From an optimization exercise on the open Yosys and OpenROAD flow, aimed at a short achievable clock period and few clock cycles; shortcuts taken in it are not production practice.
RTL that was checked went through simulation tests only; none was proved equivalent to the original.
No functional check of the RTL was part of run 7.
In runs 1, 3, 6 and 7 the design's own scripts or RTL, not TritonCTS, make the clock network.
The clock port is modelled as an ideal driver, which makes a skipped or thinned clock tree look cheaper than it is; a real chip needs a root buffer or a tree.
No activity file was given, so power comes from the tool's default toggle rates.

==> design/flow/design.v <==
module TopLevel(
  input        CLK,
  input        reset,
  input        start,
  output       halt,
  output [7:0] mem_addr,
  output       mem_re,
  output       mem_we,
  output [7:0] mem_wdata,
  input  [7:0] mem_rdata
);
  localparam logic [2:0] K_RLO = 3'd0, K_RHI = 3'd1, K_WLO = 3'd2, K_WHI = 3'd3,
                         K_RPAT = 3'd4, K_RSTR = 3'd5, K_NONE = 3'd6, K_WP3 = 3'd7;
  function automatic logic [15:0] encode(input logic [10:0] d);
    logic p1, p2, p4, p8, p16;
    p8  = ^d[10:4];
    p4  = (^d[10:7]) ^ (^d[3:1]);
    p2  = d[10]^d[9]^d[6]^d[5]^d[3]^d[2]^d[0];
    p1  = d[10]^d[8]^d[6]^d[4]^d[3]^d[1]^d[0];
    p16 = ^d ^ p8 ^ p4 ^ p2 ^ p1;
    encode = {d[10:4], p8, d[3:1], p4, d[0], p2, p1, p16};
  endfunction
  function automatic logic [15:0] decode(input logic [15:0] c);
    logic [3:0]  s;
    logic        par, dbl;
    logic [15:0] e;
    logic [10:0] d;
    s = '0;
    for (int k = 1; k < 16; k++)
      if (c[k]) s = s ^ 4'(k);
    par = ^c;
    e = par ? (16'h1 << s) : 16'h0;
    e = c ^ e;
    d = {e[15:9], e[7:5], e[3]};
    dbl = !par && (s != 4'd0);
    if (dbl) begin
      if (s == 4'd11) d = d ^ 11'h030;
      if (s == 4'd13) d = d ^ 11'h090;
      if (s == 4'd14) d = d ^ 11'h0a0;
    end
    decode = {dbl, 4'b0, d};
  endfunction
  function automatic logic [3:0] in_hits(input logic [7:0] b, input logic [4:0] pt);
    logic [3:0] h;
    for (int o = 0; o < 4; o++)
      h[o] = (b[7-o -: 5] == pt);
    in_hits = h;
  endfunction
  function automatic logic [3:0] cross_hits(input logic [7:0] a, input logic [7:0] b, input logic [4:0] pt);
    logic [15:0] w;
    logic [3:0]  h;
    w = {a, b};
    for (int o = 0; o < 4; o++)
      h[o] = (w[11-o -: 5] == pt);
    cross_hits = h;
  endfunction
  function automatic logic [2:0] cnt4(input logic [3:0] h);
    cnt4 = {2'b0, h[0]} + {2'b0, h[1]} + {2'b0, h[2]} + {2'b0, h[3]};
  endfunction
  logic       halt_r;
  logic [1:0] prog_r;           
  logic       re_r, we_r;
  logic [7:0] addr_r, wdata_r;
  logic [2:0] kind_r;
  logic       last_r;           
  logic [5:0] a_step;
  logic [4:0] rp;
  logic [7:0] wp;
  wire        p3     = (prog_r == 2'd2);
  wire [1:0]  prog_n = (prog_r == 2'd0) ? 2'd1 : 2'd2;
  wire [5:0]  s  = a_step;
  wire        t_wr  = p3 ? (s >= 6'd34) : ((s >= 6'd58) || s[0]);
  wire        t_rd  = p3 ? (s <= 6'd32) : !((s >= 6'd58) || s[0]);
  wire        t_hi  = (s >= 6'd58) ? s[0] : !s[1];
  wire [2:0]  t_kind = p3 ? (t_rd ? K_RSTR : t_wr ? K_WP3 : K_NONE) : {1'b0, t_wr, t_hi};
  wire [7:0]  t_p3w  = (s == 6'd34) ? 8'd193 : (s == 6'd35) ? 8'd192 : 8'd194;
  wire [7:0]  t_rda  = {p3, prog_r[0], 1'b0, rp};
  wire [7:0]  t_addr = t_rd ? t_rda : (p3 ? t_p3w : wp);
  wire        t_lst  = p3 ? (s == 6'd36) : (s == 6'd59);
  logic [15:0] raw_r;           
  logic [7:0]  hi_r;            
  logic [4:0]  pat_r;           
  logic [7:0]  c1_r;            
  logic [5:0]  c2_r;            
  logic [6:0]  cx_r;            
  wire [15:0] code    = (prog_r == 2'd0) ? encode(raw_r[10:0]) : decode(raw_r);
  logic [2:0]  hcnt_r, xcnt_r;  
  wire        hit_on  = p3 && !halt_r && (a_step >= 6'd3) && (a_step <= 6'd34);
  wire        acc_on  = p3 && !halt_r && (a_step >= 6'd4) && (a_step <= 6'd35);
  wire        first   = (a_step == 6'd3);
  wire [3:0]  hit_cur = in_hits(raw_r[7:0], pat_r);
  wire [3:0]  hit_x   = first ? 4'b0 : cross_hits(raw_r[15:8], raw_r[7:0], pat_r);
  logic [7:0] wdata_n;
  always_comb begin
    case (t_kind)
      K_WLO:   wdata_n = code[7:0];
      K_WHI:   wdata_n = hi_r;
      K_WP3:   case (s[1:0])
                 2'd2:    wdata_n = {2'b0, (|hit_cur) ? c2_r + 6'd1 : c2_r};    
                 2'd3:    wdata_n = c1_r + {5'b0, hcnt_r};   
                 default: wdata_n = c1_r + {1'b0, cx_r};  
               endcase
      default: wdata_n = 8'h00;
    endcase
  end
  wire [1:0] ip = (halt_r || !last_r) ? prog_r : prog_n;    
  wire [7:0] ip_addr  = (ip == 2'd0) ? 8'd0 : (ip == 2'd1) ? 8'd64 : 8'd160;
  wire [7:0] ip_delta = (ip == 2'd2) ? 8'h20 : 8'h01;
  wire [2:0] ip_kind  = (ip == 2'd2) ? K_RPAT : K_RLO;
  wire       go1      = halt_r && start;
  always_ff @(posedge CLK) begin
    if (reset) begin
      halt_r  <= 1'b1;
      prog_r  <= 2'd0;
      last_r  <= 1'b0;
      re_r    <= 1'b1;
      we_r    <= 1'b0;
      addr_r  <= 8'd0;
      kind_r  <= K_RLO;
      a_step  <= 6'd2;
      rp      <= 5'd2;
      wp      <= 8'd30;
    end else if (halt_r || last_r) begin
      halt_r  <= halt_r ? !start : 1'b1;
      prog_r  <= ip;
      last_r  <= 1'b0;
      re_r    <= 1'b1;
      we_r    <= 1'b0;
      addr_r  <= ip_addr ^ (go1 ? ip_delta : 8'h00);
      kind_r  <= {ip_kind[2:1], go1};
      a_step  <= 6'd2;
      rp      <= (ip == 2'd2) ? 5'd1 : 5'd2;
      wp      <= (ip == 2'd0) ? 8'd30 : 8'd94;
    end else begin
      re_r    <= t_rd;
      we_r    <= t_wr;
      addr_r  <= t_addr;
      kind_r  <= t_kind;
      last_r  <= t_lst;
      a_step  <= a_step + 6'd1;
      if (t_rd) rp <= rp + 5'd1;
      if (t_wr) wp <= wp + 8'd1;
    end
  end
  always_ff @(posedge CLK) begin
    wdata_r <= wdata_n;
    if (t_kind == K_WLO) hi_r <= code[15:8];
    if (kind_r == K_RLO || kind_r == K_RSTR) raw_r[7:0] <= mem_rdata;
    if (kind_r == K_RHI) raw_r[15:8] <= mem_rdata;
    if (kind_r == K_RSTR) raw_r[15:8] <= raw_r[7:0];
    if (kind_r == K_RPAT) pat_r <= mem_rdata[4:0];
    hcnt_r <= cnt4(hit_cur);
    xcnt_r <= cnt4(hit_x);
    if (kind_r == K_RPAT) begin
      c1_r <= '0; c2_r <= '0; cx_r <= '0;
    end else begin
      if (acc_on) begin
        c1_r <= c1_r + {5'b0, hcnt_r};
        cx_r <= cx_r + {4'b0, xcnt_r};
      end
      if (hit_on && (|hit_cur)) c2_r <= c2_r + 6'd1;
    end
  end
  assign halt      = halt_r;
  assign mem_addr  = addr_r;
  assign mem_re    = re_r;
  assign mem_we    = we_r;
  assign mem_wdata = wdata_r;
endmodule
==> design/flow/flow/run.sh <==
#!/bin/bash
# Standard ORFS layout (the standard.sh) with three changes to how it is
# made; the clock period and I/O constraints are unchanged:
#  - timing repair aims at a 7.3 ns setup margin instead of stopping at the
#    10 ns constraint, and may resize cells across footprints;
#  - port buffers are sky130_fd_sc_hd__buf_4;
#  - at the end of the CTS step, flow/cts_tree.tcl replaces the clock tree
#    with a balanced one-level tree: the clock port feeds 4 clkbuf_16, each
#    driving a quarter of the flip-flops.
# make's output goes to make_finish.log; each ORFS step keeps its own log
# under orfs/logs.
set -euo pipefail
export MAN_CTS_NBUF=4 MAN_CTS_NLEAF=0
bash standard.sh \
  SETUP_SLACK_MARGIN=7.3 \
  MATCH_CELL_FOOTPRINT=0 \
  "BUFFER_PORTS_ARGS=-buffer_cell sky130_fd_sc_hd__buf_4" \
  POST_CTS_TCL=$PWD/flow/cts_tree.tcl \
  finish > make_finish.log 2>&1
==> design/flow/flow/cts_tree.tcl <==
# POST_CTS hook: replace the clock tree that clock_tree_synthesis built with a
# balanced two-level tree of clkbuf_16 (or, with NLEAF 0, a one-level tree of
# NBUF buffers). The flip-flops are split into NLEAF
# equal groups by location (by x, then by y, in turn), each driven by a leaf
# buffer at its centre; the leaves are split the same way among NBUF first
# level buffers, which the clock port drives. Timing is then repaired as the
# CTS step does.
set nbuf 4
set nleaf 12
if {[info exists ::env(MAN_CTS_NBUF)]} { set nbuf $::env(MAN_CTS_NBUF) }
if {[info exists ::env(MAN_CTS_NLEAF)]} { set nleaf $::env(MAN_CTS_NLEAF) }
set ::block [ord::get_db_block]
set ::db [ord::get_db]
set block $::block
set db $::db
set clk_net [[[$block findBTerm CLK] getNet] getName]
set root [$block findNet $clk_net]

# walk the tree from the port: buffers to remove, and the sink pins
set ::bufs {}
set ::sinks {}
proc walk {net} {
  global bufs sinks
  foreach it [$net getITerms] {
    if {[$it isOutputSignal]} { continue }
    set inst [$it getInst]
    set m [[$inst getMaster] getName]
    if {[string match "sky130_fd_sc_hd__clkbuf_*" $m] || [string match "sky130_fd_sc_hd__buf_*" $m] || [string match "sky130_fd_sc_hd__clkinv*" $m]} {
      lappend bufs $inst
      foreach o [$inst getITerms] {
        if {[$o isOutputSignal] && [$o getNet] ne "NULL"} {
          # an inverter may only be an unloaded dummy load
          if {[string match "sky130_fd_sc_hd__clkinv*" $m] && [llength [[$o getNet] getITerms]] > 1} {
            error "inverter in clock tree"
          }
          walk [$o getNet]
        }
      }
    } else {
      lappend sinks $it
    }
  }
}
walk $root
puts "man_cts: [llength $::bufs] clock buffers removed, [llength $::sinks] sinks"

# remove the buffers and their output nets
foreach inst $::bufs {
  foreach o [$inst getITerms] {
    if {[$o isOutputSignal] && [$o getNet] ne "NULL"} {
      set n [$o getNet]
      foreach it [$n getITerms] { $it disconnect }
      odb::dbNet_destroy $n
    }
  }
  odb::dbInst_destroy $inst
}

# split the sinks into nbuf equal groups by location
proc center {it} {
  set b [[$it getInst] getBBox]
  return [list [expr {([$b xMin] + [$b xMax]) / 2}] [expr {([$b yMin] + [$b yMax]) / 2}]]
}
set pts {}
foreach it $::sinks { lappend pts [concat [center $it] [list $it]] }
proc split_groups {pts n axis} {
  if {$n <= 1} { return [list $pts] }
  set s [lsort -integer -index $axis $pts]
  set h [expr {[llength $s] * ($n / 2) / $n}]
  set a [lrange $s 0 [expr {$h - 1}]]
  set b [lrange $s $h end]
  set na [expr {$n / 2}]
  set nb [expr {$n - $na}]
  return [concat [split_groups $a $na [expr {1 - $axis}]] [split_groups $b $nb [expr {1 - $axis}]]]
}
set groups [split_groups $pts $nbuf 0]

set ::master [$db findMaster sky130_fd_sc_hd__clkbuf_16]
proc add_buf {name cx cy in_net} {
  global block master
  set inst [odb::dbInst_create $block $master $name]
  $inst setLocation [expr {$cx - [$master getWidth] / 2}] [expr {$cy - [$master getHeight] / 2}]
  $inst setPlacementStatus PLACED
  [$inst findITerm A] connect $in_net
  set net [odb::dbNet_create $block "${name}_net"]
  $net setSigType CLOCK
  [$inst findITerm X] connect $net
  return $net
}
proc centroid {g} {
  set sx 0; set sy 0
  foreach p $g { incr sx [lindex $p 0]; incr sy [lindex $p 1] }
  return [list [expr {$sx / [llength $g]}] [expr {$sy / [llength $g]}]]
}
if {$nleaf == 0} {
  # one level: the clock port drives nbuf buffers, each driving its group
  set i 0
  foreach g [split_groups $pts $nbuf 0] {
    set c [centroid $g]
    set net [add_buf "clkbuf_man_$i" [lindex $c 0] [lindex $c 1] $root]
    foreach p $g { [lindex $p 2] connect $net }
    puts "man_cts: clkbuf_man_$i at ($c) drives [llength $g] sinks"
    incr i
  }
  set tops {}
} else {
# leaf groups of flip-flops, then the leaves split among the first level
set leaves [split_groups $pts $nleaf 0]
set lpts {}
set j 0
foreach g $leaves { lappend lpts [concat [centroid $g] [list $j]]; incr j }
set tops [split_groups $lpts $nbuf 0]
set i 0
foreach t $tops {
  set c [centroid $t]
  set tnet [add_buf "clkbuf_man_$i" [lindex $c 0] [lindex $c 1] $root]
  puts "man_cts: clkbuf_man_$i at ($c) drives [llength $t] leaf buffers"
  foreach lp $t {
    set j [lindex $lp 2]
    set g [lindex $leaves $j]
    set lnet [add_buf "clkbuf_man_${i}_$j" [lindex $lp 0] [lindex $lp 1] $tnet]
    foreach p $g { [lindex $p 2] connect $lnet }
    puts "man_cts: clkbuf_man_${i}_$j drives [llength $g] sinks"
  }
  incr i
}
}

detailed_placement
check_placement -verbose
estimate_parasitics -placement
report_clock_min_period
report_worst_slack -max
repair_timing_helper
detailed_placement
check_placement -verbose
estimate_parasitics -placement
report_worst_slack -max
report_worst_slack -min
==> design/flow/standard.sh <==
#!/bin/bash
# synth_recipe.tcl (not shown) runs the flow's synth.tcl, then flattens the netlist and writes it again
# the make line also repeats each setting of config.mk as NAME=value (left out here)
make -C /OpenROAD-flow-scripts/flow DESIGN_CONFIG=/design/flow/config.mk WORK_HOME=/design/flow/orfs CLKGATE_MAP_FILE= SYNTH_SCRIPT=/design/flow/synth_recipe.tcl "${@:-finish}"
==> design/flow/config.mk <==
export PLATFORM = sky130hd
export DESIGN_NAME = TopLevel
export DESIGN_NICKNAME = TopLevel
export VERILOG_FILES = /design/flow/design.v
export SDC_FILE = /design/flow/constraint.sdc
export NUM_CORES = 4
export LEC_CHECK = 0
export ABC_CLOCK_PERIOD_IN_PS = 2000
export CAP_MARGIN = 40
export CORE_MARGIN = 2
export CORE_UTILIZATION = 35
export SETUP_SLACK_MARGIN = 5
export SLEW_MARGIN = 40
export SYNTH_MEMORY_MAX_BITS = 16384
==> design/flow/constraint.sdc <==
create_clock -name core_clock -period 10.0 [get_ports {CLK}]
set_input_delay 2.0000 -clock core_clock [delete_from_list [all_inputs] [get_ports {CLK}]]
set_output_delay 2.0000 -clock core_clock [all_outputs]
set_load 0.01 [all_outputs]
==> key figures, run 1 <==
Pwr
  – P_sw: 289 uW
  – Tot Pwr: 956 uW
  – P_leak: 0.00300 uW
  – Worst VDD drop: 0.0794 mV
  – P_int: 667 uW
  – Sequential share of power: 46.6%
  – Combinational cell fraction of total power: 30.5%
  – Power Density: 125 nW/um2
  – Sw Share: a little under a third
  – Clk pwr share: 23.0%

STA
  – RSZ-0062 raised after global routing: yes
  – Hold slack final: 0.482 ns
  – Setup TNS: 0 ns
  – Final min period: 2.67 ns
  – Final Hold Vio Count: 0
  – Final clock skew: 0.0199 ns
  – Worst-margin pin slew: 0.729 ns
  – Setup violators final: 0
  – Fmax: 374 MHz
  – Relative slew slack: 51.3%
  – Tcrit/Tclk final: between 20% and 30%
  – Max-slew violations: 0

Final layout
  – Final net count: 781
  – Antenna cells: 0
  – Layout cells sized above 1: 17.9%
  – Most frequent cells in the layout: nor2_1, dfxtp_1, xnor2_1
  – Commonest non-fill, non-tap cell in the layout: nor2_1
  – Post-Layout Cell Count: approximately 1,000
  – Area Overhead vs Synth: 14.4%
  – Post-layout instance area: around 7600 um2

Critical path
  – Crit-path max cell delay: 0.38 ns
  – Worst setup EP type: output port
  – Crit-path leading delay family: flip-flops
  – Worst-path maximum fanout: 1
  – Critical Setup Path Class: flop to output port
  – Worst Setup Start Kind: flop
  – Critical path arrival: 0.67 ns
  – CP Buf/Inv Count: 1
  – Worst setup endpoint: mem_wdata[6]
  – Reg2reg end: wdata_r[5]
  – CP startpoint: wdata_r[6]
  – CP max-delay cell: dfxtp_4
  – R2R Setup Slk: ~7.4 ns
  – Crit-path cells: buf_6
  – Reg-to-reg startpoint: raw_r[3]
  – Worst EP required: approximately 8 ns
  – CP Depth: 1
  – FF-to-FF path depth: 8

Routing
  – Residual DRC: 0
  – Routed WL per cell: 16.9 um
  – Vias: 5,142
  – Total routed wirelength: 16.5 mm
  – First-pass iteration count of the detailed router: 5
  – DRT antenna net count: 0
  – DRT iter0 DRCs: approximately 280
  – Via density: 5.27

Clock network
  – Worst-skew pair later-pin latency: approximately 0.18 ns
  – # clock sinks: 100
  – Clk slew on worst S/H paths: 0.11 ns

Logic synthesis
  – Number of flops mapped to enable cells by yosys: 29
  – Largest family of logic cells by synthesized area: XOR/XNOR gates
  – Post-synthesis compound-gate area fraction: 14.2%
  – Synth Register Bits: 100
  – Share of flip-flops with an asynchronous set or reset: 0%
  – Post-Syn Nets: 746
  – Mapped Cells: 706
  – Netlist cell types: roughly 70
  – XOR/XNOR Fraction of Synth Area: 21.0%
  – Commonest register cell after synthesis: dfxtp_1
  – Mean Syn Cell Area: 9.45 um2
  – Syn. warnings: 1
  – Post-synthesis sequential area ratio: 34.4%
  – Mux cell area share after synthesis: 4.60%
  – Post-Synth Adder-Cell Area: 6.00%
  – Post-Synth Simple-Gate Area: 15.9%
  – Mapped Area: 6670 um2

Die
  – Top Ports: 30
  – Core ar.: ~19,000 um2
  – Die width: 142 um
  – Starting Density: 35.7%
  – Die Ht: 142 um
  – Rows: 50
  – Die area: roughly 20,000 um2

Outcome
  – Outcome: finished clean

Placement
  – Port buffer count: 29
  – Cells after DPL: 932
  – RePlAce Congestion: 0.916
  – Post-DP Area: 7020 um2
  – DP HPWL: 11.8 mm

Global routing
  – Initial antenna violation count: 0
  – Global route total overflow: 0
  – GRT Total Usage: between 15 and 20%
  – Largest net degree at the start of global routing: 27
  – First-pass GRT wire length: 26.4 mm
  – Number of global-route vias before repair: between 4k and 5k

Worst hold path
  – HP Class: flop to flop
  – Min-delay src: rp[4]

Run
  – Max_cap viols: 0
==> stage by stage <==
step | utilization, % | setup slack (ns)
after detailed placement | 37.5 | 7.10
after global routing | 40.8 | 7.18
after floorplan | - | 7.31
after global placement | 37.5 | 7.15
final | 40.8 | 7.33
==> power by group through the flow <==
stage                     Combinational (uW)  Sequential [uW]  Clock (uW)
after global placement                   251              463           0
after detailed placement                 252              463           0
after floorplan                          217              446           0
after global routing                     316              446         238
final                                    291              445         219
==> cells in the mapped netlist, drive strengths merged, types with 3 or more instances <==
cell / count / area share (%)
nor2: 74 / 4.2
xnor2: 72 / 11
dfxtp: 71 / 21
nand2: 53 / 3.0
xor2: 50 / 7.5
o21ai: 34 / 2.7
a21oi: 32 / 2.5
edfxtp: 29 / 13
nand3: 26 / 2.0
ha: 24 / 4.5
buf: 21 / 2.0
mux2i: 19 / 2.9
clkbuf: 18 / 1.0
inv: 15 / 0.84
a22oi: 12 / 1.4
nor3: 12 / 0.90
nand4: 11 / 1.0
and2: 10 / 0.94
mux2: 10 / 1.7
a21o: 7 / 0.79
nand2b: 7 / 0.66
nor2b: 7 / 0.66
nor4: 7 / 0.66
o211ai: 6 / 0.68
o22ai: 6 / 0.86
fa: 5 / 1.5
o21bai: 5 / 0.56
o221ai: 5 / 0.66
xnor3: 5 / 1.7
a211oi: 4 / 0.45
and3: 4 / 0.38
or3: 4 / 0.38
a22o: 3 / 0.39
a31oi: 3 / 0.28
nor3b: 3 / 0.34
o21a: 3 / 0.34
or2: 3 / 0.28
==> cell type report <==
cell class              count  area [um2]
fillers                  1817       11100
multi-input cells         552        4240
flip-flops and latches    100        2310
repair buffers             68         591
well taps                 234         293
plain buffers               4         100
inverters                  15        58.8
clock inverters             2        38.8
==> cell families (layout without fill, tap and decap cells) <==
kind of cell             count (synthesis)  after routing
flip-flops                             100            100
AO/OA/AOI/OAI                          140            140
adder cells (fa/ha/maj)                 29             29
XOR/XNOR                               128            128
multiplexers                            29             29
AND/OR/NAND/NOR                        226            226
buffers and inverters                   54             89
==> state kept, by name, summed over array words and instances, names as in the netlist <==
register  flops
pat_r         5
raw_r        16
a_step        6
hcnt_r        3
halt_r        1
last_r        1
addr_r        8
re_r          1
xcnt_r        3
kind_r        3
wp            8
c2_r          6
c1_r          8
rp            5
hi_r          8
we_r          1
wdata_r       8
prog_r        2
cx_r          7
==> worst min-delay path by stage <==
stage	endpoint	cells after the start
2_1_floorplan	addr_r[4]	2
3_5_place_dp	addr_r[3]	2
6_report	addr_r[4]	2
3_3_place_gp	addr_r[4]	2
5_1_grt	addr_r[4]	2
==> per-layer routing <==
metal / vias up / wire length, um / global-route usage [%]
li1: 2558 / - / -
met3: 22 / 635 / 1.75
met1: 2446 / 7760 / 23.3
met5: - / 0 / 0
met4: 0 / 415 / 5.74
met2: 116 / 7670 / 26.0
Testbench counts, summed over its fixed seeds: cycles 5,056.
==> inputs of run 2 (changes only) <==
--- a/design/flow/config.mk
+++ b/design/flow/config.mk
@@ -8,7 +8,8 @@
 export ABC_CLOCK_PERIOD_IN_PS = 2000
 export CAP_MARGIN = 40
 export CORE_MARGIN = 2
-export CORE_UTILIZATION = 35
+export CORE_UTILIZATION = 55
+export PLACE_DENSITY = 0.7
 export SETUP_SLACK_MARGIN = 5
 export SLEW_MARGIN = 40
 export SYNTH_MEMORY_MAX_BITS = 16384
==> run 2 against run 1 <==
Compared with the run above:
- largest power group unchanged
- largest cell class unchanged
- die area shrank 35%
- final cell count is 9.7% lower
- hold slack better by 0.0030 ns
- sequential cell count unchanged
- critical path type is now flop to flop
- total power shrank 2.3%
- maximum frequency decreased by 1.8%
==> key figures, run 2 <==
Logic synthesis
  – Mapped Area: 6670 um2
  – Mean Syn Cell Area: about 9.4 um2
  – Netlist cell types: 72
  – Synth Register Bits: 100
  – Number of flops mapped to enable cells by yosys: 29
  – Most frequent cell after synthesis: nor2_1
  – Commonest register cell after synthesis: dfxtp_1
  – Mapped Cells: 706
  – Leading area contributor after synthesis: dfxtp_1
  – Post-synthesis sequential area ratio: 34.4%
  – Post-Syn Nets: 746
  – Share of flip-flops with an asynchronous set or reset: 0%
  – Commonest cells in the netlist: nor2_1, dfxtp_1, xnor2_1
  – Post-synth top area share: a little over a fifth
  – Top post-synthesis cells by area: dfxtp_1, edfxtp_1, xnor2_1
  – Syn. warnings: 1

Final layout
  – Antenna cells: 0
  – Final net count: slightly below 800
  – Most frequent cells in the layout: nor2_1, xnor2_1, dfxtp_1
  – Commonest non-fill, non-tap cell in the layout: nor2_1
  – Layout cells sized above 1: between 10% and 20%
  – Area Overhead vs Synth: 11.0%
  – Max reg flops: 16
  – Top reg by flops: raw_r

Clock network
  – Clk slew on worst S/H paths: 0.11 ns
  – # clock sinks: 100
  – Worst-skew pair later-pin latency: 0.17 ns

STA
  – Setup violators final: 0
  – RSZ-0062 raised after global routing: yes
  – Fmax: 368 MHz
  – Setup TNS: 0 ns
  – Tcrit/Tclk final: 27.2%
  – Final Hold Vio Count: 0
  – Max-slew violations: 0
  – Final clock skew: 0.0145 ns
  – Relative slew slack: 48.7%
  – Final min period: 2.72 ns
  – Setup ws final: 7.28 ns
  – Worst-margin pin slew: 0.768 ns

Critical path
  – Critical Setup Path Class: flop to flop
  – Worst setup EP type: flop
  – Worst Setup Start Kind: flop
  – Worst EP required: 10.04 ns
  – Critical path arrival: 2.76 ns
  – Worst-path maximum fanout: 8
  – CP startpoint: pat_r[1]
  – Reg-to-reg startpoint: pat_r[1]

Routing
  – Residual DRC: 0
  – Total routed wirelength: 16.1 mm
  – Vias: 5,258
  – Routed WL per cell: 18.3 um
  – DRT antenna net count: 0
  – First-pass iteration count of the detailed router: 6
  – DRT iter0 DRCs: 509
  – Via density: 5.98

Placement
  – Place WS: approximately 7 ns
  – DP HPWL: between 10 and 15 mm
  – Port buffer count: 29
  – RePlAce Congestion: 0.907

Die
  – Core ar.: roughly 12,000 um2
  – Die Ht: 114 um
  – Starting Density: about 56%
  – Rows: 40
  – Top Ports: 30
  – Die width: around 110 um
  – Die area: approximately 13,000 um2

Worst hold path
  – HP Class: flop to flop
  – Min-delay src: rp[4]

Pwr
  – Clk pwr share: 21.2%
  – P_sw: 293 uW
  – Power Density: 126 nW/um2
  – Combinational cell fraction of total power: ~31%
  – Sequential share of power: a little under half
  – P_leak: between 0.002 and 0.003 uW
  – Sw Share: 31.4%
  – Worst VDD drop: 0.101 mV
  – P_int: 641 uW

Global routing
  – First-pass GRT wire length: 26.3 mm
  – Largest net degree at the start of global routing: 27
  – Number of global-route vias before repair: slightly above 5k
  – Initial antenna violation count: 0
  – GRT Total Usage: approximately 26%
  – Global route total overflow: 0

Run
  – Max_cap viols: 0

Outcome
  – Outcome: finished clean
run 2: cell counts after synthesis:
Identical to the previous run, type by type.
run 2: path summary, 6_finish.rpt:
path | endpoint | slack [ns] | depth (start not counted)
worst max register to register | wdata_r[3] | 7.28 | 10
worst min-delay path | addr_r[4] | 0.49 | 2
worst max-delay path | wdata_r[3] | 7.28 | 10
worst min register to register | addr_r[4] | 0.49 | 2
run 2: worst max-delay path, cell delays in order (launching register included):
cell	delay [ns]
edfxtp_1	0.59
xor2_1	0.23
nor2_1	0.10
and4_1	0.24
inv_1	0.06
ha_1	0.20
o21ai_0	0.20
o21ai_0	0.18
xnor2_1	0.17
a222oi_1	0.41
o221ai_1	0.21
run 2: routing by layer:
layer	global-route usage (%)	vias up	share of wire, %	wire (um)
li1	-	2531	-	-
met1	33.1	2529	43	6940
met2	43.8	172	49	7930
met3	2.28	26	4.4	702
met4	11.7	0	3.4	556
met5	0	-	0	0
run 2: power groups by stage:
| stage | registers (uW) | clock network [uW] | logic [uW] |
|---|---|---|---|
| floorplan | 446 | 0 | 217 |
| global placement | 462 | 0 | 248 |
| detailed placement | 462 | 0 | 253 |
| global route | 446 | 219 | 311 |
| finish | 445 | 198 | 291 |
run 2: kinds of logic after synthesis:
| group | share of synthesized area, % |
|---|---|
| buffers and inverters | 3.90 |
| flip-flops | 34.4 |
| AND/OR/NAND/NOR | 15.9 |
| multiplexers | 4.60 |
| XOR/XNOR | 21.0 |
| AO/OA/AOI/OAI | 14.2 |
| adder cells (fa/ha/maj) | 6.00 |
run 2: final cells by class:
cell class                 instances  area [um2]
tap                              147         184
sequential                       100        2310
fill                            1003        4500
timing repair buffer              58         503
clock inverter                     4        27.5
inverter                          15        58.8
buffer                             4         100
multi-input combinational        552        4220
run 2: metrics by stage:
step                util (%)  cells  cell area [um2]  hold WS (ns)  power [uW]
floorplan                  -    706             6690         0.443         663
global placement        57.9    844             6900         0.466         710
detailed placement      58.0    844             6900         0.466         716
global route            62.2    880             7410         0.500         976
finish                  62.2    880             7410         0.485         934
==> inputs of run 3 (changes only) <==
--- a/design/flow/config.mk
+++ b/design/flow/config.mk
@@ -8,8 +8,7 @@
 export ABC_CLOCK_PERIOD_IN_PS = 2000
 export CAP_MARGIN = 40
 export CORE_MARGIN = 2
-export CORE_UTILIZATION = 55
-export PLACE_DENSITY = 0.7
+export CORE_UTILIZATION = 25
 export SETUP_SLACK_MARGIN = 5
 export SLEW_MARGIN = 40
 export SYNTH_MEMORY_MAX_BITS = 16384
==> run 3 against run 2 <==
Compared with the run above:
- cell area grew 4.3%
- via count fell by 0.87%
- sequential cell count is the same
==> key figures, run 3 <==
Outcome
  – Outcome: finished clean

Die
  – Rows: between 50 and 60
  – Die width: 167 um
  – Die area: ~28,000 um2
  – Starting Density: 25.5%
  – Die Ht: approximately 170 um
  – Core ar.: about 26,000 um2
  – Top Ports: 30

Final layout
  – Layout cells sized above 1: 18.6%
  – Final net count: 782
  – Most frequent cells in the layout: nor2_1, xnor2_1, dfxtp_1
  – Commonest non-fill, non-tap cell in the layout: nor2_1
  – Top reg by flops: raw_r
  – Max reg flops: 16
  – Post-layout instance area: 7730 um2
  – Area Overhead vs Synth: 15.9%
  – Antenna cells: 0
  – Post-Layout Cell Count: around 1.1k

Global routing
  – Initial antenna violation count: 0
  – First-pass GRT wire length: 26.8 mm
  – Global route total overflow: 0
  – Number of global-route vias before repair: 5,028
  – Largest net degree at the start of global routing: 27
  – GRT Total Usage: 11.8%

Critical path
  – Critical Setup Path Class: flop to output port
  – FF-to-FF path depth: 8
  – Worst EP required: ~8 ns
  – Crit-path cells: buf_6
  – Worst setup endpoint: mem_wdata[6]
  – Worst Setup Start Kind: flop
  – Critical path arrival: 0.68 ns
  – Crit-path leading delay family: flip-flops
  – Worst setup EP type: output port
  – R2R Setup Slk: 7.45 ns
  – CP Buf/Inv Count: 1
  – Reg-to-reg startpoint: raw_r[4]
  – Crit-path max cell delay: roughly 0.38 ns
  – CP Depth: 1
  – Worst-path maximum fanout: 1
  – CP startpoint: wdata_r[6]
  – CP max-delay cell: dfxtp_4
  – Reg2reg end: wdata_r[5]

Routing
  – Total routed wirelength: 16.6 mm
  – Vias: 5,212
  – Residual DRC: 0
  – First-pass iteration count of the detailed router: 23
  – Via density: approximately 4.8
  – DRT antenna net count: 0
  – Routed WL per cell: 15.5 um
  – DRT iter0 DRCs: 395

Worst hold path
  – HP Class: flop to flop

Logic synthesis
  – Commonest cells in the netlist: nor2_1, dfxtp_1, xnor2_1
  – Post-Synth Adder-Cell Area: around 6%
  – Mux cell area share after synthesis: 4.60%
  – Syn. warnings: 1
  – Post-synthesis sequential area ratio: 34.4%
  – Most frequent cell after synthesis: nor2_1
  – Synth Register Bits: 100
  – Top post-synthesis cells by area: dfxtp_1, edfxtp_1, xnor2_1
  – Largest family of logic cells by synthesized area: XOR/XNOR gates
  – Post-Synth Simple-Gate Area: 15.9%
  – Mapped Area: ~6700 um2
  – Number of flops mapped to enable cells by yosys: 29
  – Mapped Cells: a little over 700
  – Post-Syn Nets: 746
  – Leading area contributor after synthesis: dfxtp_1
  – Share of flip-flops with an asynchronous set or reset: 0%
  – Post-synth top area share: a little over a fifth
  – Post-synthesis compound-gate area fraction: 14.2%
  – Mean Syn Cell Area: 9.45 um2
  – Commonest register cell after synthesis: dfxtp_1
  – XOR/XNOR Fraction of Synth Area: 21.0%
  – Netlist cell types: 72

Pwr
  – Worst VDD drop: between 0.07 and 0.08 mV
  – Tot Pwr: ~940 uW
  – P_leak: 0.00299 uW
  – Power Density: roughly 120 nW/um2

Placement
  – Post-DP Area: 7140 um2
  – Port buffer count: 29
  – DP HPWL: roughly 12 mm
  – RePlAce Congestion: 0.834
  – Cells after DPL: 1,033

STA
  – Final Hold Vio Count: 0
  – Max-slew violations: 0
  – Tcrit/Tclk final: 26.8%
  – Worst-margin pin slew: 0.753 ns
  – Relative slew slack: 49.6%
  – Setup violators final: 0
  – Final clock skew: approximately 0.016 ns
  – Fmax: 373 MHz
  – RSZ-0062 raised after global routing: yes
  – Setup TNS: 0 ns
  – Final min period: approximately 2.7 ns

Clock network
  – Worst-skew pair later-pin latency: 0.18 ns
  – Clk slew on worst S/H paths: 0.11 ns
  – # clock sinks: 100

Run
  – Max_cap viols: 0
## run 3: area by class of cell
cell class,instances,area (um2)
plain buffers,4,100
clock inverters,1,30.0
fillers,2731,18400
inverters,15,58.8
multi-input cells,552,4220
flip-flops and latches,100,2310
well taps,335,419
repair buffers,69,586
## run 3: how the worst min path moves through the flow
stage               startpoint   endpoint  slack, ns  cells past startpoint
floorplan                rp[4]  addr_r[4]       0.44                      2
global placement         rp[4]  addr_r[4]       0.47                      2
detailed placement       rp[4]  addr_r[4]       0.46                      2
global route             rp[3]  addr_r[3]       0.53                      2
finish                   rp[4]  addr_r[4]       0.48                      2
## run 3: routing by layer
layer,track usage (%),up-vias,wire (um)
met4,3.40,0,227
met2,19.4,133,7910
met3,1.65,14,651
met1,16.1,2511,7860
met5,0,-,0
li1,-,2554,-
## run 3: report_power, final
| group | internal, uW | switching, uW |
|---|---|---|
| clock | 100 | 110 |
| combinational | 130 | 155 |
| sequential | 430 | 15.3 |
| total | 660 | 280 |
## run 3: cell families (layout without fill, tap and decap cells)
kind of cell | count (synthesis) | in the layout
and+or+nand+nor | 226 | 226
AOI/OAI and AO/OA | 140 | 140
xor gates and xnor gates | 128 | 128
DFF | 100 | 100
buffers and inverters | 54 | 89
adders and majority gates | 29 | 29
muxes | 29 | 29
## run 3: stage by stage
stage                     util [%]  setup WS, ns  hold slack, ns
after floorplan                  -          7.31           0.443
after global placement        27.3          6.97           0.467
after detailed placement      27.3          6.96           0.465
after global routing          29.6          7.27           0.525
final                         29.6          7.32           0.479
==> inputs of run 4 (changes only) <==
--- a/design/flow/design.v
+++ b/design/flow/design.v
@@ -108,6 +108,7 @@
   wire [7:0] ip_delta = (ip == 2'd2) ? 8'h20 : 8'h01;
   wire [2:0] ip_kind  = (ip == 2'd2) ? K_RPAT : K_RLO;
   wire       go1      = halt_r && start;
+  wire idle = halt_r || last_r;    
   always_ff @(posedge CLK) begin
     if (reset) begin
       halt_r  <= 1'b1;
@@ -117,10 +118,7 @@
       we_r    <= 1'b0;
       addr_r  <= 8'd0;
       kind_r  <= K_RLO;
-      a_step  <= 6'd2;
-      rp      <= 5'd2;
-      wp      <= 8'd30;
-    end else if (halt_r || last_r) begin
+    end else if (idle) begin
       halt_r  <= halt_r ? !start : 1'b1;
       prog_r  <= ip;
       last_r  <= 1'b0;
@@ -128,15 +126,20 @@
       we_r    <= 1'b0;
       addr_r  <= ip_addr ^ (go1 ? ip_delta : 8'h00);
       kind_r  <= {ip_kind[2:1], go1};
-      a_step  <= 6'd2;
-      rp      <= (ip == 2'd2) ? 5'd1 : 5'd2;
-      wp      <= (ip == 2'd0) ? 8'd30 : 8'd94;
     end else begin
       re_r    <= t_rd;
       we_r    <= t_wr;
       addr_r  <= t_addr;
       kind_r  <= t_kind;
       last_r  <= t_lst;
+    end
+  end
+  always_ff @(posedge CLK) begin
+    if (idle) begin
+      a_step  <= 6'd2;
+      rp      <= (ip == 2'd2) ? 5'd1 : 5'd2;
+      wp      <= (ip == 2'd0) ? 8'd30 : 8'd94;
+    end else begin
       a_step  <= a_step + 6'd1;
       if (t_rd) rp <= rp + 5'd1;
       if (t_wr) wp <= wp + 8'd1;
--- a/design/flow/flow/run.sh
+++ b/design/flow/flow/run.sh
@@ -12,7 +12,7 @@
 set -euo pipefail
 export MAN_CTS_NBUF=4 MAN_CTS_NLEAF=0
 bash standard.sh \
-  SETUP_SLACK_MARGIN=7.3 \
+  SETUP_SLACK_MARGIN=7.6 \
   MATCH_CELL_FOOTPRINT=0 \
   "BUFFER_PORTS_ARGS=-buffer_cell sky130_fd_sc_hd__buf_4" \
   POST_CTS_TCL=$PWD/flow/cts_tree.tcl \
==> run 4 against run 3 <==
Compared with the run above:
- final cell count up 0.74%
- total power up 18%
- routed wire length up 4.5%
- sequential power up 5.8%
- maximum frequency up 0.58%
- cell area up 12%
- critical path depth unchanged
- register-to-register slack worse by 0.03 ns
- synthesized cell count down 5.1%
- critical endpoint is now mem_wdata[0]
- largest power group unchanged
- highest routed layer unchanged
==> key figures, run 4 <==
Routing
  – Residual DRC: 0
  – Via density: between 4 and 5
  – DRT antenna net count: 0
  – Vias: 5,176
  – DRT iter0 DRCs: 422
  – First-pass iteration count of the detailed router: 4
  – Total routed wirelength: about 17 mm
  – Routed WL per cell: 16.0 um

Die
  – Starting Density: between 20% and 30%
  – Die Ht: about 160 um
  – Die area: between 20,000 and 30,000 um2
  – Rows: 58
  – Top Ports: 30
  – Core ar.: 25,300 um2
  – Die width: 165 um

STA
  – Worst-margin pin slew: 0.772 ns
  – Final Hold Vio Count: 0
  – Hold slack final: 0.496 ns
  – Tcrit/Tclk final: 26.7%
  – Fmax: 375 MHz
  – RSZ-0062 raised after global routing: yes
  – Max-slew violations: 0
  – Final clock skew: 0.0171 ns
  – Setup violators final: 0
  – Final min period: 2.67 ns
  – Setup TNS: 0 ns
  – Relative slew slack: 48.4%

Placement
  – DP HPWL: 11.3 mm
  – Port buffer count: 29
  – RePlAce Congestion: around 0.8
  – Cells after DPL: 993

Final layout
  – Layout cells sized above 1: 35.1%
  – Footprint of the multi-input gates: about 4600 um2
  – Commonest non-fill, non-tap cell in the layout: buf_4
  – Max reg flops: 16
  – Most frequent cells in the layout: buf_4, xnor2_1, nor2_1
  – Final net count: 792
  – Fillers: roughly 2.5k
  – Antenna cells: 0
  – Post-Layout Cell Count: 1,084
  – Top reg by flops: raw_r
  – Area Overhead vs Synth: 34.3%
  – Reg area: 2460 um2

Logic synthesis
  – Mapped Area: around 6500 um2
  – Netlist cell types: 71
  – Commonest register cell after synthesis: dfxtp_1
  – Number of flops mapped to enable cells by yosys: 42
  – Commonest cells in the netlist: nor2_1, xnor2_1, dfxtp_1
  – Post-synthesis sequential area ratio: 37.5%
  – Syn. warnings: 1
  – Post-Syn Nets: 710
  – Mean Syn Cell Area: 9.64 um2
  – Most frequent cell after synthesis: nor2_1
  – Top post-synthesis cells by area: edfxtp_1, dfxtp_1, xnor2_1
  – Mapped Cells: 670
  – Post-synth top area share: 19.5%
  – Share of flip-flops with an asynchronous set or reset: 0%
  – Synth Register Bits: 100
  – Leading area contributor after synthesis: edfxtp_1

Clock network
  – # clock sinks: 100
  – Clk slew on worst S/H paths: 0.11 ns
  – Worst-skew pair later-pin latency: between 0.15 and 0.2 ns

Global routing
  – Number of global-route vias before repair: approximately 5k
  – Largest net degree at the start of global routing: 27
  – First-pass GRT wire length: 26.8 mm
  – GRT Total Usage: 12.4%
  – Initial antenna violation count: 0
  – Global route total overflow: 0

Critical path
  – CP Buf/Inv Count: 1
  – Critical path arrival: 0.67 ns
  – CP max-delay cell: dfxtp_4
  – Crit-path cells: buf_6
  – Worst EP required: around 8.0 ns
  – Worst-path maximum fanout: 1
  – Worst setup EP type: output port
  – Critical Setup Path Class: flop to output port
  – Crit-path leading delay family: flip-flops
  – Worst Setup Start Kind: flop
  – Crit-path max cell delay: 0.38 ns

Run
  – Max_cap viols: 0

Worst hold path
  – HP Class: flop to flop

Pwr
  – Power Density: 128 nW/um2
  – Worst VDD drop: 0.0993 mV
  – P_leak: 0.00342 uW

Outcome
  – Outcome: finished clean
[run 4: cell count changes in the layout (fill, tap and decap cells not counted), moves of 7 or more]
cell and delta:
buf_6 +16, nor2_1 -10, mux2_2 -10, nand2_1 -14
edfxtp_1 +13, nand2_2 +7, buf_4 +22, dfxtp_2 +11
dfxtp_1 -24, mux2_4 +10, o21ai_0 -18, mux2i_1 -9
[run 4: cell type report]
class | count | share of cell area, %
Sequential cell | 100 | 28.3
Clock inverter | 4 | 0.447
Timing Repair Buffer | 113 | 12.1
Inverter | 12 | 0.519
Tap cell | 330 | 4.76
Multi-Input combinational cell | 521 | 52.7
Buffer | 4 | 1.15
[run 4: layer usage]
| layer | GRT usage [%] | share of wire [%] |
|---|---|---|
| met5 | 0 | 0 |
| met4 | 2.06 | 1.1 |
| met3 | 1.51 | 3.0 |
| met2 | 21.3 | 50 |
| met1 | 17.0 | 46 |
[run 4: worst paths after layout]
kind | cells after the start | to | slack (ns) | startpoint
setup / recovery | 1 | mem_wdata[0] | 7.33 | wdata_r[0]
hold / removal | 1 | wdata_r[0] | 0.50 | hi_r[0]
hold reg to reg | 1 | wdata_r[0] | 0.50 | hi_r[0]
setup reg to reg | 9 | wdata_r[7] | 7.42 | raw_r[9]
[run 4: power by group]
part,internal [uW],switching [uW],total (uW)
Combinational,203,226,429
Clock,92.8,118,211
Sequential,451,20.5,472
[run 4: kinds of logic after synthesis]
| family | count (synthesis) | synth area share, % |
|---|---|---|
| AOI/OAI and AO/OA | 124 | 13.2 |
| xor gates and xnor gates | 132 | 20.5 |
| adders and majority gates | 29 | 6.20 |
| buffers and inverters | 49 | 3.41 |
| DFF | 100 | 37.5 |
| muxes | 19 | 3.14 |
| and+or+nand+nor | 217 | 16.0 |
[run 4: per-stage QoR]
stage	setup slack [ns]	power, uW	util [%]	instance area (um2)
after detailed placement	7.12	746	27.7	6980
after floorplan	7.36	684	-	6530
after global placement	7.15	743	27.7	6980
final	7.33	1110	34.4	8680
after global routing	7.32	1160	34.4	8680
Testbench counts of run 4, summed over its fixed seeds: cycles 5,056.
==> inputs of run 5 (changes only) <==
--- a/design/flow/flow/run.sh
+++ b/design/flow/flow/run.sh
@@ -12,7 +12,7 @@
 set -euo pipefail
 export MAN_CTS_NBUF=4 MAN_CTS_NLEAF=0
 bash standard.sh \
-  SETUP_SLACK_MARGIN=7.6 \
+  SETUP_SLACK_MARGIN=8.0 \
   MATCH_CELL_FOOTPRINT=0 \
   "BUFFER_PORTS_ARGS=-buffer_cell sky130_fd_sc_hd__buf_4" \
   POST_CTS_TCL=$PWD/flow/cts_tree.tcl \
==> run 5 against run 4 <==
Compared with the run above:
- register-to-register slack gained 0.08 ns
- critical path depth stayed put
- routed wire length is 8.5% higher
- synthesized cell count did not move
- clock skew up 0.0022 ns
- sequential power hardly changed
- sequential cell count unchanged
- clock power is 36% higher
- total power rose by 12%
- via count rose by 4.7%
- largest power group is now combinational logic
- highest routed layer unchanged
==> key figures, run 5 <==
Die
  – Die width: 165 um
  – Starting Density: 25.6%
  – Core ar.: 25,300 um2
  – Rows: between 50 and 60
  – Die area: roughly 27,000 um2
  – Die Ht: between 150 and 200 um
  – Top Ports: 30

STA
  – Tcrit/Tclk final: 26.7%
  – Setup violators final: 0
  – Relative slew slack: between 50% and 60%
  – Final min period: 2.67 ns
  – Final clock skew: 0.0193 ns
  – Worst-margin pin slew: 0.635 ns
  – Max-slew violations: 0
  – Final Hold Vio Count: 0
  – Fmax: 375 MHz
  – Setup TNS: 0 ns
  – RSZ-0062 raised after global routing: yes

Critical path
  – Reg-to-reg startpoint: raw_r[9]
  – Worst EP required: ~8.0 ns
  – Crit-path max cell delay: between 0.3 and 0.4 ns
  – Critical path arrival: between 0.6 and 0.7 ns
  – Reg2reg end: wdata_r[0]
  – Critical Setup Path Class: flop to output port
  – Crit-path cells: buf_6
  – Worst setup EP type: output port
  – Crit-path leading delay family: flip-flops
  – FF-to-FF path depth: 10
  – Worst Setup Start Kind: flop
  – Worst-path maximum fanout: 1
  – CP max-delay cell: dfxtp_2
  – R2R Setup Slk: 7.50 ns
  – CP Buf/Inv Count: 1

Global routing
  – GRT Total Usage: 13.8%
  – Number of global-route vias before repair: 5,361
  – Global route total overflow: 0
  – First-pass GRT wire length: 29.4 mm
  – Initial antenna violation count: 0
  – Largest net degree at the start of global routing: 28

Routing
  – Residual DRC: 0
  – Total routed wirelength: approximately 19 mm
  – DRT antenna net count: 0
  – DRT iter0 DRCs: 350
  – Vias: 5,421
  – Routed WL per cell: around 17 um
  – First-pass iteration count of the detailed router: 5
  – Via density: 4.82

Worst hold path
  – Hold depth: 1
  – Min-delay src: hi_r[0]
  – HP Class: flop to flop
  – WHS Endpoint: wdata_r[0]

Final layout
  – Fillers: 2,377
  – Area Overhead vs Synth: 48.2%
  – Commonest non-fill, non-tap cell in the layout: buf_4
  – Post-layout util: 37.9%
  – Layout cells sized above 1: 44.0%
  – Final net count: 831
  – Max reg flops: 16
  – Most frequent cells in the layout: buf_4, buf_6, nor2_1
  – Antenna cells: 0
  – Top reg by flops: raw_r

Logic synthesis
  – Largest family of logic cells by synthesized area: XOR/XNOR gates
  – Netlist cell types: 71
  – Post-synthesis sequential area ratio: 37.5%
  – Post-synthesis compound-gate area fraction: 13.2%
  – Commonest register cell after synthesis: dfxtp_1
  – Mux cell area share after synthesis: ~3.1%
  – Post-synth top area share: 19.5%
  – Mapped Cells: 670
  – Commonest cells in the netlist: nor2_1, xnor2_1, dfxtp_1
  – Synth Register Bits: 100
  – XOR/XNOR Fraction of Synth Area: between 20% and 30%
  – Post-Synth Simple-Gate Area: 16.0%
  – Post-Syn Nets: 710
  – Mapped Area: 6460 um2
  – Most frequent cell after synthesis: nor2_1
  – Top post-synthesis cells by area: edfxtp_1, dfxtp_1, xnor2_1
  – Mean Syn Cell Area: around 9.6 um2
  – Share of flip-flops with an asynchronous set or reset: 0%
  – Post-Synth Adder-Cell Area: 6.20%
  – Number of flops mapped to enable cells by yosys: 42
  – Leading area contributor after synthesis: edfxtp_1
  – Syn. warnings: 1

Pwr
  – Worst VDD drop: 0.120 mV
  – Power Density: approximately 130 nW/um2
  – P_leak: 0.00378 uW

Clock network
  – # clock sinks: 100
  – Clk slew on worst S/H paths: 0.12 ns
  – Worst-skew pair later-pin latency: ~0.19 ns

Placement
  – Port buffer count: 29
  – RePlAce Congestion: 0.852
  – DP HPWL: 11.8 mm

Outcome
  – Outcome: finished clean

Run
  – Max_cap viols: 0
-- run 5: kinds of logic (layout without fill, tap and decap cells) --
| logic type | after synthesis | count (layout) |
|---|---|---|
| flip-flops | 100 | 100 |
| adder cells (fa/ha/maj) | 29 | 29 |
| XOR/XNOR | 132 | 132 |
| AO/OA/AOI/OAI | 124 | 124 |
| buffers and inverters | 49 | 173 |
| AND/OR/NAND/NOR | 217 | 217 |
| multiplexers | 19 | 19 |
-- run 5: area by class of cell --
type	instances	area, um2	share of cell area, %
well taps	330	413	4.31
inverters	12	47.5	0.496
plain buffers	4	100	1.05
flip-flops and latches	100	2460	25.7
multi-input cells	521	4920	51.4
clock inverters	5	108	1.12
repair buffers	152	1530	15.9
-- run 5: per-stage QoR --
| stage | area (um2) | power [uW] | cells | worst slack (ns) | hold WS [ns] |
|---|---|---|---|---|---|
| 2_1_floorplan | 6950 | 723 | 670 | 7.36 | 0.449 |
| 3_3_place_gp | 7340 | 784 | 993 | 7.12 | 0.469 |
| 3_5_place_dp | 7340 | 785 | 993 | 7.11 | 0.476 |
| 5_1_grt | 9580 | 1300 | 1124 | 7.31 | 0.548 |
| 6_report | 9580 | 1240 | 1124 | 7.33 | 0.522 |
-- run 5: layer usage --
| metal | global-route usage, % | routed length [um] | up-vias |
|---|---|---|---|
| met5 | 0 | 0 | - |
| met4 | 3.64 | 442 | 0 |
| met2 | 22.8 | 9180 | 149 |
| met1 | 18.7 | 8420 | 2640 |
| li1 | - | - | 2601 |
| met3 | 2.31 | 830 | 31 |
-- run 5: power by group --
part	internal [uW]	total (uW)	switching (uW)	leakage [uW]
Clock	158	286	127	0.000101
Combinational	237	486	249	0.00279
Sequential	451	473	21.7	0.000890
Total	846	1240	398	0.00378
-- run 5: worst max-delay path by stage --
| stage | startpoint | to | slack, ns | cells past startpoint |
|---|---|---|---|---|
| 3_3_place_gp | reset | addr_r[4] | 7.12 | 3 |
| 3_5_place_dp | reset | last_r | 7.11 | 3 |
| 5_1_grt | wdata_r[0] | mem_wdata[0] | 7.31 | 1 |
| 6_report | wdata_r[0] | mem_wdata[0] | 7.33 | 1 |
| 2_1_floorplan | reset | last_r | 7.36 | 3 |
==> inputs of run 6 (changes only) <==
--- a/design/flow/flow/run.sh
+++ b/design/flow/flow/run.sh
@@ -12,7 +12,7 @@
 set -euo pipefail
 export MAN_CTS_NBUF=4 MAN_CTS_NLEAF=0
 bash standard.sh \
-  SETUP_SLACK_MARGIN=8.0 \
+  SETUP_SLACK_MARGIN=7.3 \
   MATCH_CELL_FOOTPRINT=0 \
   "BUFFER_PORTS_ARGS=-buffer_cell sky130_fd_sc_hd__buf_4" \
   POST_CTS_TCL=$PWD/flow/cts_tree.tcl \
==> run 6 against run 5 <==
Compared with the run above:
- sequential power about the same
- register-to-register slack worse by 0.09 ns
- hold slack got worse by 0.031 ns
- sequential cell count did not move
- clock power down 22%
- utilization is 8.0 points lower
- total power is 20% lower
==> key figures, run 6 <==
Clock network
  – Worst-skew pair later-pin latency: 0.17 ns
  – Clk slew on worst S/H paths: between 0.1 and 0.15 ns
  – # clock sinks: 100

Critical path
  – Critical path arrival: 0.65 ns
  – Critical Setup Path Class: flop to output port
  – Crit-path leading delay family: flip-flops
  – CP Buf/Inv Count: 1
  – CP startpoint: wdata_r[0]
  – Crit-path max cell delay: 0.37 ns
  – Worst-path maximum fanout: 1
  – Crit-path cells: buf_6
  – Reg2reg end: wdata_r[6]
  – FF-to-FF path depth: 7
  – CP max-delay cell: dfxtp_2
  – Worst EP required: 8.00 ns
  – R2R Setup Slk: 7.41 ns
  – Reg-to-reg startpoint: raw_r[9]
  – Worst setup EP type: output port
  – CP Depth: 1
  – Worst Setup Start Kind: flop

STA
  – Max-slew violations: 0
  – Worst-margin pin slew: just under 0.8 ns
  – Final min period: 2.65 ns
  – RSZ-0062 raised after global routing: yes
  – Relative slew slack: 47.2%
  – Final Hold Vio Count: 0
  – Fmax: 378 MHz
  – Tcrit/Tclk final: 26.5%
  – Setup violators final: 0
  – Setup TNS: 0 ns
  – Setup ws final: 7.35 ns
  – Final clock skew: 0.0145 ns

Worst hold path
  – Hold depth: 1
  – HP Class: flop to flop
  – WHS Endpoint: wdata_r[0]
  – Min-delay src: hi_r[0]

Pwr
  – Worst VDD drop: between 0.09 and 0.1 mV
  – P_leak: ~0.0029 uW
  – Power Density: 131 nW/um2

Logic synthesis
  – Mapped Cells: 670
  – Mapped Area: 6460 um2
  – Top post-synthesis cells by area: edfxtp_1, dfxtp_1, xnor2_1
  – Netlist cell types: 71
  – Post-Syn Nets: 710
  – Commonest register cell after synthesis: dfxtp_1
  – Leading area contributor after synthesis: edfxtp_1
  – Syn. warnings: 1
  – Number of flops mapped to enable cells by yosys: 42
  – Commonest cells in the netlist: nor2_1, xnor2_1, dfxtp_1
  – Post-synthesis sequential area ratio: 37.5%
  – Share of flip-flops with an asynchronous set or reset: 0%
  – Most frequent cell after synthesis: nor2_1
  – Mean Syn Cell Area: 9.64 um2
  – Synth Register Bits: 100
  – Post-synth top area share: 19.5%

Placement
  – Port buffer count: 29
  – Place WS: 7.14 ns
  – Cells after DPL: 993
  – Post-DP Area: 6940 um2
  – RePlAce Congestion: approximately 0.9
  – DP HPWL: 11.4 mm

Die
  – Core ar.: 25,300 um2
  – Die Ht: approximately 160 um
  – Starting Density: 25.6%
  – Die area: between 20,000 and 30,000 um2
  – Die width: 165 um
  – Top Ports: 30
  – Rows: 58

Global routing
  – Number of global-route vias before repair: 4,634
  – Global route total overflow: 0
  – Largest net degree at the start of global routing: 27
  – First-pass GRT wire length: 25.0 mm
  – Initial antenna violation count: 0
  – GRT Total Usage: about 11%

Final layout
  – Post-layout instance area: 7550 um2
  – Commonest non-fill, non-tap cell in the layout: nor2_1
  – Layout cells sized above 1: 18.8%
  – Most frequent cells in the layout: nor2_1, xnor2_1, buf_4
  – Antenna cells: 0
  – Area Overhead vs Synth: 16.9%
  – Post-Layout Cell Count: 1,037
  – Final net count: 746
  – Top reg by flops: raw_r
  – Max reg flops: 16

Routing
  – Total routed wirelength: 15.7 mm
  – DRT iter0 DRCs: 349
  – DRT antenna net count: 0
  – Via density: 4.73
  – First-pass iteration count of the detailed router: 4
  – Routed WL per cell: 15.2 um
  – Vias: just under 5k
  – Residual DRC: 0

Outcome
  – Outcome: finished clean

Run
  – Max_cap viols: 0
[run 6: cell count changes in the layout (fill, tap and decap cells not counted), moves of 13 or more]
cell	before	now
a21oi_1	19	33
buf_4	78	47
buf_6	59	19
nand2_1	33	46
nor2_1	57	71
xnor2_1	46	69
xnor2_2	19	4
[run 6: worst max path at each step]
stage               slack, ns            to
floorplan                7.33        last_r
global placement         7.15    wdata_r[1]
detailed placement       7.14        last_r
finish                   7.35  mem_wdata[0]
global route             7.29    wdata_r[1]
[run 6: final cells by class]
cell class | instances | area (um2)
fillers | 2674 | 17700
multi-input cells | 521 | 3910
flip-flops and latches | 100 | 2450
repair buffers | 67 | 587
well taps | 330 | 413
plain buffers | 4 | 100
clock inverters | 3 | 47.5
inverters | 12 | 45.0
[run 6: layer usage]
layer  share of wire (%)  global-route usage, %  routed length [um]  vias to the layer above
met5                   0                      0                   0                        -
met4                 1.4                   2.45                 213                        0
met3                 2.8                   1.41                 439                       16
met2                  48                   19.1                7570                       87
met1                  48                   16.0                7510                     2375
li1                    -                      -                   -                     2430
[run 6: per-stage QoR]
stage	utilization (%)	hold WS, ns	power (uW)
global route	29.9	0.524	1040
floorplan	-	0.449	681
global placement	27.4	0.461	744
finish	29.9	0.492	991
detailed placement	27.5	0.462	746
[run 6: cells by family (layout without fill, tap and decap cells)]
| group | count (synthesis) | count (layout) | synth area share [%] |
|---|---|---|---|
| simple gates | 217 | 217 | 16.0 |
| xor+xnor | 132 | 132 | 20.5 |
| compound gates | 124 | 124 | 13.2 |
| flops | 100 | 100 | 37.5 |
| buf+inv | 49 | 86 | 3.41 |
| fa+ha+maj | 29 | 29 | 6.20 |
| mux | 19 | 19 | 3.14 |
[run 6: where the power goes]
part / leakage [uW] / internal [uW] / switching (uW)
Clock: 0.0000725 / 105 / 118
Combinational: 0.00198 / 131 / 162
Sequential: 0.000885 / 451 / 24.9
Total: 0.00294 / 687 / 304
==> inputs of run 7 (changes only) <==
--- a/design/flow/design.v
+++ b/design/flow/design.v
@@ -64,8 +64,6 @@
   logic [2:0] kind_r;
   logic       last_r;           
   logic [5:0] a_step;
-  logic [4:0] rp;
-  logic [7:0] wp;
   wire        p3     = (prog_r == 2'd2);
   wire [1:0]  prog_n = (prog_r == 2'd0) ? 2'd1 : 2'd2;
   wire [5:0]  s  = a_step;
@@ -74,8 +72,10 @@
   wire        t_hi  = (s >= 6'd58) ? s[0] : !s[1];
   wire [2:0]  t_kind = p3 ? (t_rd ? K_RSTR : t_wr ? K_WP3 : K_NONE) : {1'b0, t_wr, t_hi};
   wire [7:0]  t_p3w  = (s == 6'd34) ? 8'd193 : (s == 6'd35) ? 8'd192 : 8'd194;
-  wire [7:0]  t_rda  = {p3, prog_r[0], 1'b0, rp};
-  wire [7:0]  t_addr = t_rd ? t_rda : (p3 ? t_p3w : wp);
+  wire [4:0]  t_rdo  = p3 ? s[4:0] - 5'd1 : s[5:1] + 5'd1;
+  wire [7:0]  t_rda  = {p3, prog_r[0], 1'b0, t_rdo};
+  wire [7:0]  t_wra  = ((prog_r == 2'd0) ? 8'd29 : 8'd93) + {3'b0, s[5:1]} + {7'b0, s == 6'd59};
+  wire [7:0]  t_addr = t_rd ? t_rda : (p3 ? t_p3w : t_wra);
   wire        t_lst  = p3 ? (s == 6'd36) : (s == 6'd59);
   logic [15:0] raw_r;           
   logic [7:0]  hi_r;            
@@ -134,17 +134,8 @@
       last_r  <= t_lst;
     end
   end
-  always_ff @(posedge CLK) begin
-    if (idle) begin
-      a_step  <= 6'd2;
-      rp      <= (ip == 2'd2) ? 5'd1 : 5'd2;
-      wp      <= (ip == 2'd0) ? 8'd30 : 8'd94;
-    end else begin
-      a_step  <= a_step + 6'd1;
-      if (t_rd) rp <= rp + 5'd1;
-      if (t_wr) wp <= wp + 8'd1;
-    end
-  end
+  always_ff @(posedge CLK)
+    a_step <= idle ? 6'd2 : a_step + 6'd1;
   always_ff @(posedge CLK) begin
     wdata_r <= wdata_n;
     if (t_kind == K_WLO) hi_r <= code[15:8];
==> run 7 against run 6 <==
Compared with the run above:
- synthesized cell count shrank 6.7%
- setup slack lost 0.014 ns
- clock power shrank about 20%
- final cell count shrank 5.5%
- die area shrank 7.6%
- cell area shrank 7.6%
- global-route usage is essentially flat
- via count shrank 8.4%
- clock skew shrank 0.0025 ns
- largest power group unchanged
- combinational power shrank 12%
- critical path depth grew 3
- sequential share of layout area shrank 2.9 points
==> key figures, run 7 <==
Routing
  – Via density: 4.59
  – Total routed wirelength: 14.1 mm
  – Residual DRC: 0
  – Met2 WL: about 6.7 mm
  – DRT antenna net count: 0
  – Vias: around 4.5k
  – Routed WL per cell: around 14 um
  – First-pass iteration count of the detailed router: 5
  – Met3 Routed Length: ~630 um
  – DRT iter0 DRCs: 280
  – Top routing layer used: met4
  – M1 WL: 6.57 mm

Placement
  – Place WS: 7.02 ns
  – Port buffer count: 29
  – Cells after DPL: 940
  – DP HPWL: 10.5 mm
  – RePlAce Congestion: approximately 0.86

STA
  – Relative slew slack: 51.6%
  – Tcrit/Tclk final: 26.6%
  – Final clock skew: 0.0120 ns
  – Final Hold Vio Count: 0
  – Fmax: 376 MHz
  – RSZ-0062 raised after global routing: yes
  – Hold slack final: approximately 0.54 ns
  – Final min period: 2.66 ns
  – Setup ws final: 7.34 ns
  – Setup violators final: 0
  – Setup TNS: 0 ns
  – Max-slew violations: 0
  – Worst-margin pin slew: 0.724 ns

Pwr
  – Sequential share of power: 47.9%
  – P_leak: approximately 0.0027 uW
  – Combinational cell fraction of total power: a little under a third
  – Sw Share: 30.9%
  – Clk pwr share: 21.4%
  – P_int: 577 uW
  – Power Density: approximately 120 nW/um2
  – Worst VDD drop: 0.0935 mV
  – P_sw: 257 uW

Logic synthesis
  – Commonest cells in the netlist: nor2_1, xnor2_1, dfxtp_1
  – Netlist cell types: between 70 and 80
  – Mean Syn Cell Area: 9.53 um2
  – Synth Register Bits: between 80 and 90
  – Post-Syn Nets: roughly 670
  – Mapped Area: 5960 um2
  – Mapped Cells: 625
  – Top post-synthesis cells by area: dfxtp_1, edfxtp_1, xnor2_1
  – Leading area contributor after synthesis: dfxtp_1
  – Number of flops mapped to enable cells by yosys: 29
  – Commonest register cell after synthesis: dfxtp_1
  – Syn. warnings: 1
  – Share of flip-flops with an asynchronous set or reset: 0%
  – Most frequent cell after synthesis: nor2_1
  – Post-synth top area share: 19.5%
  – Post-synthesis sequential area ratio: between 30% and 40%

Final layout
  – Layout cells sized above 1: 21.6%
  – Post-layout util: ~30%
  – Commonest non-fill, non-tap cell in the layout: nor2_1
  – Antenna cells: 0
  – Post-Layout Cell Count: 980
  – Top reg by flops: raw_r
  – Fillers: 2,490
  – Final net count: 703
  – Max reg flops: 16
  – Area Overhead vs Synth: 17.1%
  – Most frequent cells in the layout: nor2_1, xnor2_1, xor2_1

Outcome
  – Outcome: finished clean

Global routing
  – Initial antenna violation count: 0
  – First-pass GRT wire length: 22.9 mm
  – Number of global-route vias before repair: 4,299
  – GRT Total Usage: 11.5%
  – Global route total overflow: 0
  – Largest net degree at the start of global routing: 27

Critical path
  – Critical path arrival: 2.72 ns
  – Crit-path max cell delay: 0.42 ns
  – Critical Setup Path Class: input pin to flop
  – Worst Setup Start Kind: input pin
  – Worst EP required: 10.06 ns
  – Worst-path maximum fanout: 10
  – Worst setup EP type: flop
  – CP max-delay cell: or3_4
  – Crit-path cells: buf_4 > or3_4 > nor2_4 > inv_1

Die
  – Rows: 56
  – Die width: 158 um
  – Core ar.: 23,400 um2
  – Starting Density: 25.4%
  – Die Ht: 158 um
  – Top Ports: 30
  – Die area: 25,100 um2

Clock network
  – Worst-skew pair later-pin latency: 0.16 ns
  – Clk slew on worst S/H paths: roughly 0.1 ns
  – # clock sinks: 87

Worst hold path
  – HP Class: flop to flop

Run
  – Max_cap viols: 0
run 7: changes by cell type after synthesis, moves of 6 or more:
cell / previous run / this run
nand2_1: 46 / 26
nand3_1: 27 / 13
edfxtp_1: 42 / 29
nor3_1: 13 / 25
nor4_1: 9 / 0
o21ai_0: 11 / 19
a21oi_1: 33 / 27
run 7: kinds of logic after synthesis:
group / Yosys count / synth area share, %
and+or+nand+nor: 195 / 16.1
xor gates and xnor gates: 128 / 21.2
AOI/OAI and AO/OA: 110 / 13.0
DFF: 87 / 34.1
buffers and inverters: 51 / 4.10
adders and majority gates: 32 / 7.35
muxes: 22 / 4.12
run 7: power by group through the flow:
stage	Combinational (uW)	Clock (uW)	Sequential, uW
2_1_floorplan	183	0	398
3_3_place_gp	216	0	413
3_5_place_dp	218	0	414
5_1_grt	280	198	401
6_report	256	178	399
run 7: cell type report:
| cell class | instances | area, um2 | share of cell area, % |
|---|---|---|---|
| clock inverters | 3 | 18.8 | 0.269 |
| plain buffers | 4 | 100 | 1.43 |
| inverters | 16 | 60.1 | 0.861 |
| multi-input cells | 487 | 3790 | 54.3 |
| repair buffers | 64 | 552 | 7.91 |
| flip-flops and latches | 87 | 2060 | 29.5 |
| well taps | 319 | 399 | 5.72 |
run 7: worst paths after layout:
kind,start,end,slack (ns),cells after the start
setup / recovery,reset,re_r,7.34,4
hold / removal,hi_r[2],wdata_r[2],0.54,2
setup reg to reg,raw_r[8],wdata_r[7],7.34,7
hold reg to reg,hi_r[2],wdata_r[2],0.54,2
run 7: per-stage QoR:
step / area [um2] / power [uW]
final: 6980 / 834
after global routing: 6980 / 879
after detailed placement: 6420 / 631
after global placement: 6420 / 630
after floorplan: 5990 / 581
run 7: metal layers:
metal / track usage (%) / up-vias
met5: 0 / -
met3: 1.61 / 13
li1: - / 2250
met1: 15.9 / 2141
met4: 2.53 / 0
met2: 19.2 / 91
run 7: worst max-delay path, delay by kind of cell:
family / cells / cell delay, ns
AND/OR/NAND/NOR: 2 / 0.52
buffers and inverters: 2 / 0.19

what the ideal ports hide:
How much do the figures lean on ideal ports? The routed layouts below were timed once more, with nothing changed but the port constraints. Step 1 (the two cells are an assumption about what drives the block):
set clk [get_ports {CLK}]
set_driving_cell -lib_cell sky130_fd_sc_hd__clkbuf_16 $clk
set_driving_cell -lib_cell sky130_fd_sc_hd__buf_2 [delete_from_list [all_inputs] $clk]
Step 2 also shifts input and output timing later by t, the mid clock arrival at the registers, as if the neighbouring blocks saw the same clock. Slacks: ideal ports / drivers / drivers and shift; pairs: ideal ports / drivers.
run	t, ns	setup slack, ns	worst slew at a driven data input, ns	pins driven straight from the clock port
run 1	0.258	7.330 / 7.241 / 7.208	0.03	4
run 2	0.256	7.280 / 7.240 / 7.179	0.03	4
run 3	0.254	7.317 / 7.233 / 7.218	0.05	4
run 4	0.258	7.333 / 7.242 / 7.255	0.07	4
run 5	0.271	7.331 / 7.236 / 7.258	0.07	4
run 6	0.255	7.351 / 7.263 / 7.173	0.03	4
run 7	0.242	7.338 / 7.299 / 7.158	0.03	4
After both steps setup and hold are still met in every run listed. For run 7, which loses most, drivers alone change the setup slack by -0.039 ns; drivers and shift together by -0.180 ns.
